This design comes from an exercise in tuning for small area on the open sky130 flow, not from production work. Only simulation tests tie the RTL to the original design; equivalence was not proved. No activity file was given, so power comes from the tool's default toggle rates.

## flow/design.v (module list and top-level ports; edited modules follow where they fit)
// module LMC: 2537 lines
module LMC #(parameter pipe_width_gen1 = 8,
parameter pipe_width_gen2 = 16,
parameter pipe_width_gen3 = 16,
parameter pipe_width_gen4 = 32,
parameter pipe_width_gen5 = 32,
parameter number_of_lanes= 16
) (reset_n, pclk, generation, data_valid, data, d_k_in, MUXSyncHeader, PIPEWIDTH, data_valid_out_1, data_valid_out_2, data_valid_out_3, data_valid_out_4, data_valid_out_5, data_valid_out_6, data_valid_out_7, data_valid_out_8, data_valid_out_9, data_valid_out_10, data_valid_out_11, data_valid_out_12, data_valid_out_13, data_valid_out_14, data_valid_out_15, data_valid_out_16, d_k_out_1, d_k_out_2, d_k_out_3, d_k_out_4, d_k_out_5, d_k_out_6, d_k_out_7, d_k_out_8, d_k_out_9, d_k_out_10, d_k_out_11, d_k_out_12, d_k_out_13, d_k_out_14, d_k_out_15, d_k_out_16, dataout_1, dataout_2, dataout_3, dataout_4, dataout_5, dataout_6, dataout_7, dataout_8, dataout_9, dataout_10, dataout_11, dataout_12, dataout_13, dataout_14, dataout_15, dataout_16, LMCSyncHeader_1, LMCSyncHeader_2, LMCSyncHeader_3, LMCSyncHeader_4, LMCSyncHeader_5, LMCSyncHeader_6, LMCSyncHeader_7, LMCSyncHeader_8, LMCSyncHeader_9, LMCSyncHeader_10, LMCSyncHeader_11, LMCSyncHeader_12, LMCSyncHeader_13, LMCSyncHeader_14, LMCSyncHeader_15, LMCSyncHeader_16);
  // ...
==> flow/run.sh <==
#!/bin/bash
# synth_recipe.tcl (not shown) runs the flow's synth.tcl, then flattens the netlist and writes it again
# the make line also repeats each setting of config.mk as NAME=value (left out here)
make -C /OpenROAD-flow-scripts/flow DESIGN_CONFIG=/design/flow/config.mk WORK_HOME=/design/flow/orfs CLKGATE_MAP_FILE= SYNTH_SCRIPT=/design/flow/synth_recipe.tcl finish
==> flow/config.mk <==
export PLATFORM = sky130hd
export DESIGN_NAME = LMC
export DESIGN_NICKNAME = LMC
export VERILOG_FILES = /design/flow/design.v
export SDC_FILE = /design/flow/constraint.sdc
export NUM_CORES = 4
export LEC_CHECK = 0
export CAP_MARGIN = 20
export CORE_AREA = 10 10 440 440
export DIE_AREA = 0 0 450 450
export SLEW_MARGIN = 20
==> flow/constraint.sdc <==
create_clock -name core_clock -period 5.0 [get_ports {pclk}]
set_input_delay 1.0000 -clock core_clock [delete_from_list [all_inputs] [get_ports {pclk}]]
set_output_delay 1.0000 -clock core_clock [all_outputs]
set_load 0.01 [all_outputs]
==> results.cfg, run 1 <==
[worst_setup_path]
start_kind = input port
worstPathCellList = buf_2, nand2b_1, inv_1, buf_4, clkdlybuf4s50_1

[pwr]
switching_share_pct = 32.2
p_sw_w = 0.00466
fin_total_pwr_w = 0.0145

[layout]
final.fill_count = 19800
clk_share_pct = 5.55

[cts]
cts_buffers = 77
cts_tree = yes
h-tree-depth = 3

[die]
tapCellCount = 2464
io_pins = 1276
num_rows = 157
coreArea_um2 = 183000

[global_route]
grt_pass1_wl_um = 336000
grt_antenna_before_repair = 73
use_met2_pct = 38.7

[timing]
setup_viol = 0
finalCriticalPeriod_ns = 3.87
fmax_mhz = 259
finalCritPeriodShare_pct = 77.4

[synth]
netlist_area_um2 = 30600
synth_common_cells = nand2_1, dfrtp_1, a21oi_1, o21ai_0, nor2_1
netlist-cell-type-count = 77

[detailed_routing]
drt_pass1_iterations = 6
wl_met3_um = 24100

[run_status]
outcome = no timing/DRC/antenna violations
==> inputs of run 2 (changes only) <==
==> flow/design.v (replaced) <==
module LMC (reset_n, pclk, generation, data_valid, data, d_k_in, MUXSyncHeader, PIPEWIDTH, data_valid_out_1, data_valid_out_2, data_valid_out_3, data_valid_out_4, data_valid_out_5, data_valid_out_6, data_valid_out_7, data_valid_out_8, data_valid_out_9, data_valid_out_10, data_valid_out_11, data_valid_out_12, data_valid_out_13, data_valid_out_14, data_valid_out_15, data_valid_out_16, d_k_out_1, d_k_out_2, d_k_out_3, d_k_out_4, d_k_out_5, d_k_out_6, d_k_out_7, d_k_out_8, d_k_out_9, d_k_out_10, d_k_out_11, d_k_out_12, d_k_out_13, d_k_out_14, d_k_out_15, d_k_out_16, dataout_1, dataout_2, dataout_3, dataout_4, dataout_5, dataout_6, dataout_7, dataout_8, dataout_9, dataout_10, dataout_11, dataout_12, dataout_13, dataout_14, dataout_15, dataout_16, LMCSyncHeader_1, LMCSyncHeader_2, LMCSyncHeader_3, LMCSyncHeader_4, LMCSyncHeader_5, LMCSyncHeader_6, LMCSyncHeader_7, LMCSyncHeader_8, LMCSyncHeader_9, LMCSyncHeader_10, LMCSyncHeader_11, LMCSyncHeader_12, LMCSyncHeader_13, LMCSyncHeader_14, LMCSyncHeader_15, LMCSyncHeader_16);
input reset_n, pclk;
input [2:0] generation;
input [63:0] data_valid;
input [511:0] data;
input [63:0] d_k_in;
input MUXSyncHeader;
output data_valid_out_1, data_valid_out_2, data_valid_out_3, data_valid_out_4, data_valid_out_5, data_valid_out_6, data_valid_out_7, data_valid_out_8, data_valid_out_9, data_valid_out_10, data_valid_out_11, data_valid_out_12, data_valid_out_13, data_valid_out_14, data_valid_out_15, data_valid_out_16;
output [31:0] dataout_1, dataout_2, dataout_3, dataout_4, dataout_5, dataout_6, dataout_7, dataout_8, dataout_9, dataout_10, dataout_11, dataout_12, dataout_13, dataout_14, dataout_15, dataout_16;
output [3:0] d_k_out_1, d_k_out_2, d_k_out_3, d_k_out_4, d_k_out_5, d_k_out_6, d_k_out_7, d_k_out_8, d_k_out_9, d_k_out_10, d_k_out_11, d_k_out_12, d_k_out_13, d_k_out_14, d_k_out_15, d_k_out_16;
output [5:0] PIPEWIDTH;
output [1:0] LMCSyncHeader_1, LMCSyncHeader_2, LMCSyncHeader_3, LMCSyncHeader_4, LMCSyncHeader_5, LMCSyncHeader_6, LMCSyncHeader_7, LMCSyncHeader_8, LMCSyncHeader_9, LMCSyncHeader_10, LMCSyncHeader_11, LMCSyncHeader_12, LMCSyncHeader_13, LMCSyncHeader_14, LMCSyncHeader_15, LMCSyncHeader_16;
wire w16 = ~generation[2] & generation[1];
wire w32 = generation[2] & ~generation[1];
wire w8  = ~w16 & ~w32;
assign PIPEWIDTH = {w32, w16, w8, 3'b000};
wire g3 = generation[2] | (generation[1] & generation[0]);
wire dv0 = data_valid[0];
wire [15:0] pre;
assign pre[0] = 1'b1;
genvar g;
generate
  for (g = 1; g < 16; g = g + 1) begin : gpre
    assign pre[g] = pre[g-1] & data_valid[4*g];
  end
endgenerate
wire full = w8 ? data_valid[15] : w16 ? data_valid[31] : data_valid[63];
wire part = w8 ? ~pre[3] : w16 ? ~pre[7] : ~pre[15];
wire load = dv0 & (full | part);
wire hold = dv0 & ~load;
wire [15:0] vg = pre | {16{full}};
reg [4:0] count;
reg [1:0] hdr;
wire [4:0] lim = w8 ? 5'd16 : w16 ? 5'd8 : 5'd4;
wire wrap = (count == 5'd0) | ((count == lim) & (MUXSyncHeader | ~w32));
always @(posedge pclk or negedge reset_n) begin
  if (~reset_n) begin
    count <= 5'd0;
    hdr <= 2'b00;
  end else if (~dv0) begin
    count <= 5'd0;
    hdr <= 2'b00;
  end else if (g3) begin
    if (wrap) begin
      count <= 5'd1;
      hdr <= {MUXSyncHeader, ~MUXSyncHeader};
    end else begin
      count <= count + 5'd1;
      hdr <= 2'b00;
    end
  end
end
reg dvo;
always @(posedge pclk or negedge reset_n) begin
  if (~reset_n) dvo <= 1'b0;
  else dvo <= dv0;
end
wire [7:0] pad = g3 ? 8'h00 : 8'hF7;
reg [511:0] dout;
reg [63:0] dk;
genvar n, p;
generate
  for (n = 0; n < 16; n = n + 1) begin : glane
    for (p = 0; p < 4; p = p + 1) begin : gpos
      localparam integer J8  = (p == 0) ? n : -1;
      localparam integer J16 = (p == 0) ? n + 16 : (p == 1) ? n : -1;
      localparam integer J32 = n + 16 * (3 - p);
      wire [7:0] nd;
      wire nk;
      if (p == 0) begin : gp0
        assign nd = w8  ? (vg[J8/4]  ? data[8*J8  +: 8] : pad) :
                    w16 ? (vg[J16/4] ? data[8*J16 +: 8] : pad) :
                          (vg[J32/4] ? data[8*J32 +: 8] : pad);
        assign nk = w8  ? (vg[J8/4]  ? d_k_in[J8]  : 1'b1) :
                    w16 ? (vg[J16/4] ? d_k_in[J16] : 1'b1) :
                          (vg[J32/4] ? d_k_in[J32] : 1'b1);
      end else if (p == 1) begin : gp1
        assign nd = w8  ? 8'h00 :
                    w16 ? (vg[J16/4] ? data[8*J16 +: 8] : pad) :
                          (vg[J32/4] ? data[8*J32 +: 8] : pad);
        assign nk = w8  ? 1'b0 :
                    w16 ? (vg[J16/4] ? d_k_in[J16] : 1'b1) :
                          (vg[J32/4] ? d_k_in[J32] : 1'b1);
      end else begin : gp23
        assign nd = ~w32 ? 8'h00 : (vg[J32/4] ? data[8*J32 +: 8] : pad);
        assign nk = ~w32 ? 1'b0 : (vg[J32/4] ? d_k_in[J32] : 1'b1);
      end
      always @(posedge pclk or negedge reset_n) begin
        if (~reset_n) begin
          dout[32*n + 8*p +: 8] <= 8'h00;
          dk[4*n + p] <= 1'b0;
        end else if (~dv0) begin
          dout[32*n + 8*p +: 8] <= 8'h00;
          dk[4*n + p] <= 1'b0;
        end else if (load) begin
          dout[32*n + 8*p +: 8] <= nd;
          dk[4*n + p] <= nk;
        end
      end
    end
  end
endgenerate
assign dataout_1 = dout[31:0];
assign dataout_2 = dout[63:32];
assign dataout_3 = dout[95:64];
assign dataout_4 = dout[127:96];
assign dataout_5 = dout[159:128];
assign dataout_6 = dout[191:160];
assign dataout_7 = dout[223:192];
assign dataout_8 = dout[255:224];
assign dataout_9 = dout[287:256];
assign dataout_10 = dout[319:288];
assign dataout_11 = dout[351:320];
assign dataout_12 = dout[383:352];
assign dataout_13 = dout[415:384];
assign dataout_14 = dout[447:416];
assign dataout_15 = dout[479:448];
assign dataout_16 = dout[511:480];
assign d_k_out_1 = dk[3:0];
assign d_k_out_2 = dk[7:4];
assign d_k_out_3 = dk[11:8];
assign d_k_out_4 = dk[15:12];
assign d_k_out_5 = dk[19:16];
assign d_k_out_6 = dk[23:20];
assign d_k_out_7 = dk[27:24];
assign d_k_out_8 = dk[31:28];
assign d_k_out_9 = dk[35:32];
assign d_k_out_10 = dk[39:36];
assign d_k_out_11 = dk[43:40];
assign d_k_out_12 = dk[47:44];
assign d_k_out_13 = dk[51:48];
assign d_k_out_14 = dk[55:52];
assign d_k_out_15 = dk[59:56];
assign d_k_out_16 = dk[63:60];
assign data_valid_out_1 = dvo;
assign data_valid_out_2 = dvo;
assign data_valid_out_3 = dvo;
assign data_valid_out_4 = dvo;
assign data_valid_out_5 = dvo;
assign data_valid_out_6 = dvo;
assign data_valid_out_7 = dvo;
assign data_valid_out_8 = dvo;
assign data_valid_out_9 = dvo;
assign data_valid_out_10 = dvo;
assign data_valid_out_11 = dvo;
assign data_valid_out_12 = dvo;
assign data_valid_out_13 = dvo;
assign data_valid_out_14 = dvo;
assign data_valid_out_15 = dvo;
assign data_valid_out_16 = dvo;
assign LMCSyncHeader_1 = hdr;
assign LMCSyncHeader_2 = hdr;
assign LMCSyncHeader_3 = hdr;
assign LMCSyncHeader_4 = hdr;
assign LMCSyncHeader_5 = hdr;
assign LMCSyncHeader_6 = hdr;
assign LMCSyncHeader_7 = hdr;
assign LMCSyncHeader_8 = hdr;
assign LMCSyncHeader_9 = hdr;
assign LMCSyncHeader_10 = hdr;
assign LMCSyncHeader_11 = hdr;
assign LMCSyncHeader_12 = hdr;
assign LMCSyncHeader_13 = hdr;
assign LMCSyncHeader_14 = hdr;
assign LMCSyncHeader_15 = hdr;
assign LMCSyncHeader_16 = hdr;
endmodule
==> run 2 against run 1 <==
Compared with the run above: final area down 4.4%; sequential power up 3%; worst setup slack worse by 0.30 ns; critical path depth unchanged; combinational power up 26%; critical path type unchanged; clock power up 0.8%; global-route usage down 0.59 points; hold slack better by 0.025 ns.
==> results.cfg, run 2 <==
[worst_setup_path]
worst_ep_required_time_ns = 4.00
critPathTopFamily = buffers and inverters
start_kind = input port
crit_type = in -> out
crit_slowest_cell = clkdlybuf4s50_1
crit_fanout = 13
worstPathCellList = clkdlybuf4s50_1, inv_1, ha_4, buf_4, clkdlybuf4s50_1
slowest_delay_ns = 0.64
end_kind = primary output
crit_top_cell = clkdlybuf4s50_1
path_buf_inv = 4
cp.arrival_ns = 3.16

[cts]
cts.hold.buffers_added = 0
h-tree-depth = 3
clock-sinks = 584
clock-root-buffer = clkbuf_16
clockBufferDepth = 3
post_cts_buffers = 0
clock_latency_ns = 0.70
clk_pin_slew_ns = 0.06
cts_buffers = 80
cts_resized = 0
cts_tree = yes

[detailed_routing]
antenna_left = 0
drt_pass1_iterations = 6
drt_wl_total_um = 248000
drtIter0Drc = 3275
viasPerCell = 4.74
vias = 31800
route.detailed.drc = 0
wl_per_cell_um = 36.9

[pwr]
fin_total_pwr_w = 0.0155
p_sw_w = 0.00517
p_leak_nw = 18.4
seqPwrFrac_pct = 34.2
peakVddDrop_uv = 228
p_clk_share_pct = 39.6
switching_share_pct = 33.4
power_density_nw_per_um2 = 331
power.share.combinational_pct = 26.2
power.internal_w = 0.0103

[placed_design]
post-dp-hpwl_um = 200000
port_buffers = 1227
dp.cells = 6545
gp_congestion = 0.963
pre_cts_slack_ns = 0.421

[timing]
whs_ns = 0.355
fin_skew_ns = 0.00877
final_hold_viol_count = 0
timing.final.ws_setup_ns = 0.836
slew_headroom_pct = 25.8
fmax_mhz = 240
tns_ns = 0
finalCriticalPeriod_ns = 4.16
finalCritPeriodShare_pct = 83.3
rsz0062_at_grt = no
tightest_slew_ns = 1.11
setup_viol = 0
slew_viol_final = 0

[layout]
instances_no_fill = 6718
final.fill_count = 19800
final_nets = 4813
regMostFlops = dout
reg_top3 = dout (512), dk (64), count (5)
largest_reg_flops = 512
mostFrequentLayoutCell = clkdlybuf4s50_1
final_cell_mix = clkdlybuf4s50_1, dfrtp_1, nand2_1
area_delta_synth_final_pct = 62.6
drive_gt1_share_pct = 8.91

[global_route]
use_met1_pct = 27.8
overflow = 0
grt_pass1_vias = 31700
grt_antenna_before_repair = 82
grt_start_max_net_pins = 95
grt_use_total_pct = 23.2
grt_busiest_layer = met2
use_met2_pct = 38.6
grt_use_met3_pct = 7.57
grt_pass1_wl_um = 322000

[synth]
netlist_area_um2 = 28800
ys.flop_type = dfrtp_1
async_flop_share_pct = 100
yosys.area.top_type = dfrtp_1
netlist-cell-type-count = 67
synth-edff-count = 0
yosys_warnings = 1
netlist_instances = 3073
yosysMostFrequentCell = dfrtp_1
synth_common_cells = dfrtp_1, nand2_1, o21ai_0, a21oi_1, clkbuf_1
ys_seq_elements = 584
synth_area_leaders = dfrtp_1, o21ai_0, nand2_1, a21oi_1, o31ai_1
yosysSeqAreaShare_pct = 50.8
avgSynthCellArea_um2 = 9.36
synth_top_area_share_pct = 50.8

[die]
num_rows = 157
io_pins = 1276
initial_utilization_pct = 15.7
die_y_um = 450
fp.dieW_um = 450
coreArea_um2 = 183000
die_area_um2 = 203000

[hold_path]
holdCritPathClass = in -> async

[flow_run]
maxCapViolations = 0

[run_status]
outcome = no timing/DRC/antenna violations
[run 2: path summary, 6_finish.rpt]
path / endpoint / slack (ns) / depth (start not counted) / from
setup / recovery: PIPEWIDTH[3] / 0.84 / 5 / generation[1]
hold / removal: dout[266]$_DFFE_PN0P_ / 0.36 / 1 / reset_n
setup reg to reg: hdr[0]$_DFFE_PN0P_ / 3.14 / 5 / count[2]$_DFFE_PN0P_
hold reg to reg: dout[30]$_DFFE_PN0P_ / 0.47 / 2 / dout[30]$_DFFE_PN0P_
max in group asynchronous: dout[476]$_DFFE_PN0P_ / 3.39 / 2 / reset_n
min in group core_clock: dout[30]$_DFFE_PN0P_ / 0.47 / 2 / dout[30]$_DFFE_PN0P_
[run 2: per-layer routing]
metal,share of wire [%],vias up
met5,0.066,-
met4,4.0,24
met3,8.5,317
met2,48,1684
met1,40,16400
li1,-,13500
[run 2: cells by family after synthesis]
| group | Yosys count | synth area share (%) |
|---|---|---|
| other | 1 | 0.0130 |
| AO/OA/AOI/OAI | 1269 | 29.0 |
| flip-flops | 584 | 50.8 |
| AND/OR/NAND/NOR | 794 | 12.0 |
| buffers and inverters | 382 | 6.62 |
| multiplexers | 37 | 1.34 |
| XOR/XNOR | 2 | 0.0609 |
| adder cells (fa/ha/maj) | 4 | 0.174 |
[run 2: power by group through the flow]
| stage | clock [W] | sequential [W] | combinational, W |
|---|---|---|---|
| 4_1_cts | 0.00629 | 0.00530 | 0.00409 |
| 3_3_place_gp | 0 | 0.00536 | 0.00407 |
| 5_1_grt | 0.00643 | 0.00534 | 0.00425 |
| 2_1_floorplan | 0 | 0.00548 | 0.00123 |
| 3_5_place_dp | 0 | 0.00537 | 0.00407 |
| 6_report | 0.00614 | 0.00530 | 0.00406 |
[run 2: final cells by class]
type	instances	area, um^2	area share (%)
Antenna cell	32	80.1	0.171
Inverter	27	106	0.227
Clock inverter	33	420	0.899
Tap cell	2464	3080	6.59
Timing Repair Buffer	1361	13600	29.1
Multi-Input combinational cell	2109	12600	26.9
Sequential cell	584	14600	31.2
Clock buffer	108	2290	4.90
[run 2: through the flow]
| step | utilization (%) | instance area, um^2 |
|---|---|---|
| floorplan | - | 28800 |
| global placement | 24.0 | 44000 |
| detailed placement | 24.0 | 44000 |
| CTS | 25.4 | 46700 |
| global route | 25.5 | 46800 |
| finish | 25.5 | 46800 |

## separate check: timing with driven ports
Ports are ideal in the flow. The routed layouts listed here were re-timed in OpenROAD.
Step 1, drivers: a clkbuf_16 drives pclk and a buf_2 each remaining input, both assumed.
Step 2, shift: input delay + t, output delay - t, t = (earliest + latest rising clock arrival at the registers) / 2. This alone moves slack from input paths to output paths.
Slacks: no drivers / after step 1 / after step 2; pairs: no drivers / after step 1.
run | shift t [ns] | setup WS [ns] | worst slew at a driven data input, ns
run 1 | 0.746 | 1.132 / 0.984 / 0.402 | 0.25
run 2 | 0.779 | 0.836 / 0.651 / 0.239 | 0.32
After both steps every run listed still meets setup and hold. For run 1, which loses most, drivers alone change the setup slack by -0.148 ns; drivers and shift together by -0.730 ns.
